This design comes from an exercise in tuning for small area, a short achievable clock period and few clock cycles per item on the open sky130 flow, not from production work. No run shown here included a check of the RTL's function; only the layout flow was run.

==> flow/design.v (outline; a module is shown in full before it is edited, if it fits) <==
// module sigmoid_unit: 696 lines
// module pfxi_row_h3_r11_11_11: 45 lines
// module pfxi_row_h3_r12_12_12: 51 lines
// module pfxi_row_h3_r13_13_13: 53 lines
// module pfxi_row_h3_r14_14_14: 57 lines
// module pfxi_row_h3_r15_15_15: 61 lines
// module pfxi_row_bk_r15_16_16: 67 lines
// module pfxi_row_bk_r16_16_16: 67 lines
// module pfxi_row_bk_r16_17_16: 69 lines
module sigmoid_unit (
    input  wire               clk,
    input  wire               rst,
    input  wire               in_valid,
    input  wire signed [15:0] net_in,
    output wire               out_valid,
    output wire signed [31:0] f_net,
    output wire signed [31:0] x,
    output wire signed [31:0] y,
    output wire signed [31:0] z
);
  // ...
==> flow/flow/run.sh <==
#!/bin/bash
set -euo pipefail
export BUFFER_PORTS_ARGS="-buffer_cell sky130_fd_sc_hd__buf_1"
# one tie cell drives all constant outputs
export SKIP_REPAIR_TIE_FANOUT=1
# stronger flip-flops where one drives several output buffers
export POST_GLOBAL_PLACE_TCL=$PWD/flow/upsize_out_ff.tcl UPSIZE_FF4_MIN=4 UPSIZE_FF2_MIN=2
bash standard.sh > standard.log 2>&1
==> flow/flow/upsize_out_ff.tcl <==
# Give the flip-flops that drive several output-port buffers (the copies of
# the sign bits, and the z bits that also drive f_net) a stronger drive.
set block [ord::get_db_block]
set n_up 0
foreach inst [$block getInsts] {
  if {[[$inst getMaster] getName] ne "sky130_fd_sc_hd__dfxtp_1"} { continue }
  set q [$inst findITerm Q]
  set net [$q getNet]
  if {$net eq "NULL"} { continue }
  set nout 0
  foreach it [$net getITerms] {
    if {[string match "output*" [[$it getInst] getName]]} { incr nout }
  }
  if {$nout >= $::env(UPSIZE_FF4_MIN)} {
    replace_cell [$inst getName] sky130_fd_sc_hd__dfxtp_4
    incr n_up
  } elseif {$nout >= $::env(UPSIZE_FF2_MIN)} {
    replace_cell [$inst getName] sky130_fd_sc_hd__dfxtp_2
    incr n_up
  }
}
puts "upsize_out_ff: resized $n_up flip-flops"
==> flow/standard.sh <==
#!/bin/bash
# synth_recipe.tcl (not shown) runs the flow's synth.tcl, then flattens the netlist and writes it again
# the make line also repeats each setting of config.mk as NAME=value (left out here)
make -C /OpenROAD-flow-scripts/flow DESIGN_CONFIG=/design/flow/config.mk WORK_HOME=/design/flow/orfs CLKGATE_MAP_FILE= SYNTH_SCRIPT=/design/flow/synth_recipe.tcl "${@:-finish}"
==> flow/config.mk <==
export PLATFORM = sky130hd
export DESIGN_NAME = sigmoid_unit
export DESIGN_NICKNAME = sigmoid_unit
export VERILOG_FILES = /design/flow/design.v
export SDC_FILE = /design/flow/constraint.sdc
export NUM_CORES = 4
export LEC_CHECK = 0
export ABC_AREA = 1
export CAP_MARGIN = 20
export CORE_MARGIN = 2
export CORE_UTILIZATION = 40
export SLEW_MARGIN = 20
==> flow/constraint.sdc <==
create_clock -name core_clock -period 62.0 [get_ports {clk}]
set_input_delay 12.4000 -clock core_clock [delete_from_list [all_inputs] [get_ports {clk}]]
set_output_delay 12.4000 -clock core_clock [all_outputs]
set_load 0.01 [all_outputs]
==> summary.md, run 1 <==
| Metric | Value |
|---|---|
| Fmax | 75.3 MHz |
| Die area | 28300 µm² |
| Synth Area in Simple Gates | 17.8% |
| Setup_tns | 0 ps |
| Final period util | 21.4% |
| Max-slew headroom | 37.7% |
| Highest metal used | met4 |
| Met3 global-route usage | 2.66% |
| Die Y | 168 µm |
| Outcome | no timing/DRC/antenna violations |
| Worst min path class | reg -> reg |
| Detail Route Antenna Nets | 0 |
| Final Max Slew Viols | 0 |
| Hold-critical path depth | 0 |
| M1 WL | 10.1 mm |
| Max FFs per register | 22 |
| Metal2 WL | 10.5 mm |
| Mapped Area | 10800 µm² |
| Tmin final | 13270 ps |
| Drt wl/cell | 12.7 µm |
| Register area | 2080 µm² |
| #FFs+latches synth | 102 |
| Met3 wire len | 621 µm |
| Top delay family on crit path | flip-flops |
| Fin cells | 1704 |
| Die X | 168 µm |
| Mapped Nets | 1581 |
| Top FF cell, synth | dfxtp_1 |
==> inputs of run 2 (changes only) <==
--- a/flow/design.v
+++ b/flow/design.v
@@ -35,96 +35,82 @@
 assign dp0_p[11] = (nx0[10]) ^ (1'b0); assign dp0_g[11] = (nx0[10]) & (1'b0);
 assign dp0_p[12] = (nx0[11]) ^ (1'b0); assign dp0_g[12] = (nx0[11]) & (1'b0);
 assign dp0_p[13] = (nx0[12]) ^ (1'b0); assign dp0_g[13] = (nx0[12]) & (1'b0);
 assign dp0_p[14] = (nx0[13]) ^ (1'b0); assign dp0_g[14] = (nx0[13]) & (1'b0);
 assign dp0_p[15] = (nx0[14]) ^ (1'b0); assign dp0_g[15] = (nx0[14]) & (1'b0);
 assign dp0_p[16] = (nx0[15]) ^ (1'b0); assign dp0_g[16] = (nx0[15]) & (1'b0);
 wire dp0_g0_1 = dp0_g[1] | (dp0_p[1] & dp0_g[0]);
 wire dp0_p0_1 = dp0_p[1] & dp0_p[0];
-wire dp0_g0_3 = dp0_g[3] | (dp0_p[3] & dp0_g[2]);
-wire dp0_p0_3 = dp0_p[3] & dp0_p[2];
-wire dp0_g0_5 = dp0_g[5] | (dp0_p[5] & dp0_g[4]);
-wire dp0_p0_5 = dp0_p[5] & dp0_p[4];
+wire dp0_g0_4 = dp0_g[4] | (dp0_p[4] & dp0_g[3]);
+wire dp0_p0_4 = dp0_p[4] & dp0_p[3];
 wire dp0_g0_7 = dp0_g[7] | (dp0_p[7] & dp0_g[6]);
 wire dp0_p0_7 = dp0_p[7] & dp0_p[6];
-wire dp0_g0_9 = dp0_g[9] | (dp0_p[9] & dp0_g[8]);
-wire dp0_p0_9 = dp0_p[9] & dp0_p[8];
-wire dp0_g0_11 = dp0_g[11] | (dp0_p[11] & dp0_g[10]);
-wire dp0_p0_11 = dp0_p[11] & dp0_p[10];
+wire dp0_g0_10 = dp0_g[10] | (dp0_p[10] & dp0_g[9]);
+wire dp0_p0_10 = dp0_p[10] & dp0_p[9];
 wire dp0_g0_13 = dp0_g[13] | (dp0_p[13] & dp0_g[12]);
 wire dp0_p0_13 = dp0_p[13] & dp0_p[12];
-wire dp0_g0_15 = dp0_g[15] | (dp0_p[15] & dp0_g[14]);
-wire dp0_p0_15 = dp0_p[15] & dp0_p[14];
+wire dp0_g0_16 = dp0_g[16] | (dp0_p[16] & dp0_g[15]);
+wire dp0_p0_16 = dp0_p[16] & dp0_p[15];
 wire dp0_g1_2 = dp0_g[2] | (dp0_p[2] & dp0_g0_1);
 wire dp0_p1_2 = dp0_p[2] & dp0_p0_1;
-wire dp0_g1_3 = dp0_g0_3 | (dp0_p0_3 & dp0_g0_1);
-wire dp0_p1_3 = dp0_p0_3 & dp0_p0_1;
-wire dp0_g1_6 = dp0_g[6] | (dp0_p[6] & dp0_g0_5);
-wire dp0_p1_6 = dp0_p[6] & dp0_p0_5;
-wire dp0_g1_7 = dp0_g0_7 | (dp0_p0_7 & dp0_g0_5);
-wire dp0_p1_7 = dp0_p0_7 & dp0_p0_5;
-wire dp0_g1_10 = dp0_g[10] | (dp0_p[10] & dp0_g0_9);
-wire dp0_p1_10 = dp0_p[10] & dp0_p0_9;
-wire dp0_g1_11 = dp0_g0_11 | (dp0_p0_11 & dp0_g0_9);
-wire dp0_p1_11 = dp0_p0_11 & dp0_p0_9;
+wire dp0_g1_5 = dp0_g[5] | (dp0_p[5] & dp0_g0_4);
+wire dp0_p1_5 = dp0_p[5] & dp0_p0_4;
+wire dp0_g1_8 = dp0_g[8] | (dp0_p[8] & dp0_g0_7);
+wire dp0_p1_8 = dp0_p[8] & dp0_p0_7;
+wire dp0_g1_11 = dp0_g[11] | (dp0_p[11] & dp0_g0_10);
+wire dp0_p1_11 = dp0_p[11] & dp0_p0_10;
 wire dp0_g1_14 = dp0_g[14] | (dp0_p[14] & dp0_g0_13);
 wire dp0_p1_14 = dp0_p[14] & dp0_p0_13;
-wire dp0_g1_15 = dp0_g0_15 | (dp0_p0_15 & dp0_g0_13);
-wire dp0_p1_15 = dp0_p0_15 & dp0_p0_13;
-wire dp0_g2_4 = dp0_g[4] | (dp0_p[4] & dp0_g1_3);
-wire dp0_p2_4 = dp0_p[4] & dp0_p1_3;
-wire dp0_g2_5 = dp0_g0_5 | (dp0_p0_5 & dp0_g1_3);
-wire dp0_p2_5 = dp0_p0_5 & dp0_p1_3;
-wire dp0_g2_6 = dp0_g1_6 | (dp0_p1_6 & dp0_g1_3);
-wire dp0_p2_6 = dp0_p1_6 & dp0_p1_3;
-wire dp0_g2_7 = dp0_g1_7 | (dp0_p1_7 & dp0_g1_3);
-wire dp0_p2_7 = dp0_p1_7 & dp0_p1_3;
-wire dp0_g2_12 = dp0_g[12] | (dp0_p[12] & dp0_g1_11);
-wire dp0_p2_12 = dp0_p[12] & dp0_p1_11;
-wire dp0_g2_13 = dp0_g0_13 | (dp0_p0_13 & dp0_g1_11);
-wire dp0_p2_13 = dp0_p0_13 & dp0_p1_11;
-wire dp0_g2_14 = dp0_g1_14 | (dp0_p1_14 & dp0_g1_11);
-wire dp0_p2_14 = dp0_p1_14 & dp0_p1_11;
-wire dp0_g2_15 = dp0_g1_15 | (dp0_p1_15 & dp0_g1_11);
-wire dp0_p2_15 = dp0_p1_15 & dp0_p1_11;
-wire dp0_g3_8 = dp0_g[8] | (dp0_p[8] & dp0_g2_7);
-wire dp0_p3_8 = dp0_p[8] & dp0_p2_7;
-wire dp0_g3_9 = dp0_g0_9 | (dp0_p0_9 & dp0_g2_7);
-wire dp0_p3_9 = dp0_p0_9 & dp0_p2_7;
-wire dp0_g3_10 = dp0_g1_10 | (dp0_p1_10 & dp0_g2_7);
-wire dp0_p3_10 = dp0_p1_10 & dp0_p2_7;
-wire dp0_g3_11 = dp0_g1_11 | (dp0_p1_11 & dp0_g2_7);
-wire dp0_p3_11 = dp0_p1_11 & dp0_p2_7;
-wire dp0_g3_12 = dp0_g2_12 | (dp0_p2_12 & dp0_g2_7);
-wire dp0_p3_12 = dp0_p2_12 & dp0_p2_7;
-wire dp0_g3_13 = dp0_g2_13 | (dp0_p2_13 & dp0_g2_7);
-wire dp0_p3_13 = dp0_p2_13 & dp0_p2_7;
-wire dp0_g3_14 = dp0_g2_14 | (dp0_p2_14 & dp0_g2_7);
-wire dp0_p3_14 = dp0_p2_14 & dp0_p2_7;
-wire dp0_g3_15 = dp0_g2_15 | (dp0_p2_15 & dp0_g2_7);
-wire dp0_p3_15 = dp0_p2_15 & dp0_p2_7;
-wire dp0_g4_16 = dp0_g[16] | (dp0_p[16] & dp0_g3_15);
-wire dp0_p4_16 = dp0_p[16] & dp0_p3_15;
+wire dp0_g2_5 = dp0_g1_5 | (dp0_p1_5 & dp0_g1_2);
+wire dp0_p2_5 = dp0_p1_5 & dp0_p1_2;
+wire dp0_g2_11 = dp0_g1_11 | (dp0_p1_11 & dp0_g1_8);
+wire dp0_p2_11 = dp0_p1_11 & dp0_p1_8;
+wire dp0_g3_8 = dp0_g1_8 | (dp0_p1_8 & dp0_g2_5);
+wire dp0_p3_8 = dp0_p1_8 & dp0_p2_5;
+wire dp0_g3_11 = dp0_g2_11 | (dp0_p2_11 & dp0_g2_5);
+wire dp0_p3_11 = dp0_p2_11 & dp0_p2_5;
+wire dp0_g4_14 = dp0_g1_14 | (dp0_p1_14 & dp0_g3_11);
+wire dp0_p4_14 = dp0_p1_14 & dp0_p3_11;
+wire dp0_g5_3 = dp0_g[3] | (dp0_p[3] & dp0_g1_2);
+wire dp0_p5_3 = dp0_p[3] & dp0_p1_2;
+wire dp0_g5_4 = dp0_g0_4 | (dp0_p0_4 & dp0_g1_2);
+wire dp0_p5_4 = dp0_p0_4 & dp0_p1_2;
+wire dp0_g5_6 = dp0_g[6] | (dp0_p[6] & dp0_g2_5);
+wire dp0_p5_6 = dp0_p[6] & dp0_p2_5;
+wire dp0_g5_7 = dp0_g0_7 | (dp0_p0_7 & dp0_g2_5);
+wire dp0_p5_7 = dp0_p0_7 & dp0_p2_5;
+wire dp0_g5_9 = dp0_g[9] | (dp0_p[9] & dp0_g3_8);
+wire dp0_p5_9 = dp0_p[9] & dp0_p3_8;
+wire dp0_g5_10 = dp0_g0_10 | (dp0_p0_10 & dp0_g3_8);
+wire dp0_p5_10 = dp0_p0_10 & dp0_p3_8;
+wire dp0_g5_12 = dp0_g[12] | (dp0_p[12] & dp0_g3_11);
+wire dp0_p5_12 = dp0_p[12] & dp0_p3_11;
+wire dp0_g5_13 = dp0_g0_13 | (dp0_p0_13 & dp0_g3_11);
+wire dp0_p5_13 = dp0_p0_13 & dp0_p3_11;
+wire dp0_g5_15 = dp0_g[15] | (dp0_p[15] & dp0_g4_14);
+wire dp0_p5_15 = dp0_p[15] & dp0_p4_14;
+wire dp0_g5_16 = dp0_g0_16 | (dp0_p0_16 & dp0_g4_14);
+wire dp0_p5_16 = dp0_p0_16 & dp0_p4_14;
 assign dp0[0] = dp0_p[1] ^ dp0_g[0];
 assign dp0[1] = dp0_p[2] ^ dp0_g0_1;
 assign dp0[2] = dp0_p[3] ^ dp0_g1_2;
-assign dp0[3] = dp0_p[4] ^ dp0_g1_3;
-assign dp0[4] = dp0_p[5] ^ dp0_g2_4;
+assign dp0[3] = dp0_p[4] ^ dp0_g5_3;
+assign dp0[4] = dp0_p[5] ^ dp0_g5_4;
 assign dp0[5] = dp0_p[6] ^ dp0_g2_5;
-assign dp0[6] = dp0_p[7] ^ dp0_g2_6;
-assign dp0[7] = dp0_p[8] ^ dp0_g2_7;
+assign dp0[6] = dp0_p[7] ^ dp0_g5_6;
+assign dp0[7] = dp0_p[8] ^ dp0_g5_7;
 assign dp0[8] = dp0_p[9] ^ dp0_g3_8;
-assign dp0[9] = dp0_p[10] ^ dp0_g3_9;
-assign dp0[10] = dp0_p[11] ^ dp0_g3_10;
+assign dp0[9] = dp0_p[10] ^ dp0_g5_9;
+assign dp0[10] = dp0_p[11] ^ dp0_g5_10;
 assign dp0[11] = dp0_p[12] ^ dp0_g3_11;
-assign dp0[12] = dp0_p[13] ^ dp0_g3_12;
-assign dp0[13] = dp0_p[14] ^ dp0_g3_13;
-assign dp0[14] = dp0_p[15] ^ dp0_g3_14;
-assign dp0[15] = dp0_p[16] ^ dp0_g3_15;
+assign dp0[12] = dp0_p[13] ^ dp0_g5_12;
+assign dp0[13] = dp0_p[14] ^ dp0_g5_13;
+assign dp0[14] = dp0_p[15] ^ dp0_g4_14;
+assign dp0[15] = dp0_p[16] ^ dp0_g5_15;
 wire [15:0] d0 = dp0;
 wire [10:0] tk9 = ~11'd1953;    
 wire [10:0] df9;
 wire        ge9;
 pfxi_row_h3_r11_11_11 row9 (.t(tk9), .d(d0[10:0]), .hz(~|d0[15:11]), .ge(ge9), .r(df9));
 wire [10:0] tr9 = df9;
 wire [11:0] tk8 = {tr9, 1'b1};
 wire [11:0] df8;
==> summary.md, run 2 <==
| Metric | Value |
|---|---|
| Detail Placement HPWL | 17.9 mm |
| Top flop regs | xr (22), d1 (16) |
| Die X | 170 µm (+1.3%) |
| Post-synth EDFFs | 0 |
| Synth-to-Final Area Change | 3.96% |
| Drt pass-1 iters | 4 |
| # hold bufs at CTS | 0 |
| Path depth of the worst reg2reg path | 69 |
| Overall Global Routing Usage | 15.2% |
| Largest Register | xr |
| Synth Instances | 1392 |
| Root Driver | clkbuf_16 |
| Seq/Total Area, Yosys | 18.4% |
| CP max stage delay | 360 ps |
| H-tree depth | 3 |
| Hold Startpoint | s_q$_DFF_P_ |
| Final period util | 21.4% (about the same) |
| Top delay family on crit path | flip-flops |
| Mapped Area | 11100 µm² (+2.6%) |
| Finish-stage setup viols | 0 |
| Clk buf depth | 2 |
| Setup slack, reg-to-reg | 50300 ps |
| Die area | 29000 µm² (+2.6%) |
| # resized after CTS | 0 |
| GRT Residual Overflow | 0 |
| Vias per inst | 4.72 |
| Arr. time, crit path | 870 ps |
| Crit Path Max Fanout | 5 |
| Dpl cells | 1759 |
| CP max-delay cell | dfxtp_4 |
| Reg2reg start | s_q$_DFF_P_ |
| Ys Warns | 1 |
| Drt wl/cell | 11.8 µm (-7.4%) |
| CP Launch Type | flip-flop |
| Antenna Cells | 0 |
| Synth area leaders | dfxtp_1, ha_1, fa_1, nand2_1, buf_4 |
| Most common cell after layout, fill and taps aside | nand2_1 |
| Global-route wire length before repair | 36.4 mm |
| Reg-to-Reg End | t1[13]$_DFF_P_ |
| Final Hold Fails | 0 |
| # DRC | 0 |
| Port Buf Inserts | 101 |
| Die Y | 170 µm (+1.3%) |
| Fmax | 75.4 MHz (about the same) |
| Starting Density | 40.8% |
| Final Max Slew Viols | 0 (unchanged) |
| Synth top area share | 18.4% |
| Finished Core Util | 42.5% |
| CTS tree | yes |
| Antenna violations before repair | 0 |
| Fin cells | 1775 (+4.2%) |
| Clock Latency Late Sink | 360 ps |
| # IOs | 148 |
| # rows | 60 |
| Outcome | no timing/DRC/antenna violations |
| Max FFs per register | 22 (unchanged) |
| #FFs+latches synth | 102 (unchanged) |
| RSZ-0062 raised after global routing | false |
| Layout cells sized above 1 | 8.48% |
| Buf/Inv on CP | 1 |
| Post-synthesis async set-or-reset flop share | 0% |
| CP endpoint kind | output port |
| Setup ws final | 48730 ps |
| Synth Area per Inst | 7.95 µm² |
| Synth area leader | dfxtp_1 |
| Cts bufs inserted | 9 |
| Most frequent cells after synthesis | nand2_1, inv_1, ha_1, dfxtp_1, buf_4 |
| Setup_tns | 0 ps (unchanged) |
| Most frequent cells in the layout | nand2_1, inv_1, ha_1 |
| Critical path depth | 1 |
| Clk sink count | 102 |
| Crit path kind | reg -> out |
| Top FF cell, synth | dfxtp_1 |
| Setup WS pre-CTS | 48550 ps |
| Worst-Margin Slew | 1010 ps |
| Worst min path class | reg -> reg |
| Max cap viols | 0 |
| Vias | 8379 |
| Mapped Nets | 1634 (+3.4%) |
| Most frequent cell after synthesis | nand2_1 |
| WP data required | 49600 ps |
| Detail Route Antenna Nets | 0 (unchanged) |
| # Post-CTS Setup Buffers | 0 |
| Vias in the first global route | 8010 |
| Hold-critical path depth | 0 (unchanged) |
| CP Cell Sequence | buf_1 |
| Core ar. | 27100 µm² |
| Clk pin slew, worst setup/hold paths | 80 ps |
| Distinct cells, synth | 54 |
| Starting DRT DRC Count | 297 |
| Tmin final | 13270 ps (-5.30 ps) |
| Max Clock Skew | 9.88 ps |
| Nets | 1640 |
| Largest net degree at the start of global routing | 47 |
| Routed WL | 20.9 mm |
| WHS Endpoint | s1$_DFF_P_ |
| Max-slew headroom | 32.6% (-5.2 points) |
-- run 2: cell count changes after synthesis, moves of 7 or more --
cell | previous run | this run
a21oi_1 | 59 | 46
inv_1 | 175 | 167
inv_2 | 2 | 9
nand2_1 | 267 | 303
nor2_1 | 50 | 64
o21ai_0 | 89 | 66
o21ai_1 | 13 | 20
o21ai_2 | 8 | 20
-- run 2: cell type report --
cell class	count	area, µm²
Multi-Input combinational cell	1001	7590
Timing Repair Buffer	105	409
Fill cell	2779	15600
Inverter	179	677
Tap cell	372	465
Clock buffer	10	239
Clock inverter	6	51.3
Sequential cell	102	2080
-- run 2: worst max path at each step --
stage / startpoint / end / slack, ps
final: ys[1]$_DFF_P_ / y[22] / 48730
after global routing: ys[1]$_DFF_P_ / y[22] / 48670
after global placement: net_in[15] / nx_q[11]$_DFF_P_ / 48590
after detailed placement: net_in[15] / nx_q[1]$_DFF_P_ / 48550
after floorplan: net_in[15] / nx_q[10]$_DFF_P_ / 48640
after CTS: ys[1]$_DFF_P_ / y[25] / 48710
-- run 2: cell families after synthesis --
logic type                 Yosys count  share of synthesized area, %
muxes                                1                        0.0904
AOI/OAI and AO/OA                  198                          11.2
other                                1                        0.0339
adders and majority gates          223                          30.5
DFF                                102                          18.4
xor gates and xnor gates            95                          7.52
and+or+nand+nor                    483                          19.2
buffers and inverters              289                          13.0
-- run 2: routing by layer --
layer	up-vias	global-route usage (%)	part of all wire (%)
li1	4398	-	-
met1	3835	18.5	46
met2	134	28.8	50
met3	12	1.98	3.3
met4	0	2.12	0.59
met5	-	0	0
-- run 2: per-stage QoR --
stage	instance area (µm²)	hold WS, ps
6_report	11500	385
5_1_grt	11500	414
4_1_cts	11500	398
3_5_place_dp	11200	383
3_3_place_gp	11200	391
2_1_floorplan	11100	337

==> separate check: timing with driven ports <==
No port has a modelled driver above. Below, the same layouts with a new extraction and two added sets of constraints. Step 1 sets driving cells, clkbuf_16 on the clock port and buf_2 on the other inputs (assumed; they add their load-dependent delay and slew). Step 2 also shifts input and output timing later by t, the mid clock arrival at the registers, as if the neighbouring blocks saw the same clock. a / b / c = no drivers / after step 1 / after step 2; a / b = the first two.
run | t (ns) | slack for setup (ns) | cell pins on the clock port's net
run 1 | 0.399 | 48.726 / 48.680 / 48.876 | 1
run 2 | 0.393 | 48.731 / 48.695 / 48.581 | 1
After both steps setup and hold are still met in every run listed. For run 2, which loses most, drivers alone change the setup slack by -0.036 ns; drivers and shift together by -0.150 ns.
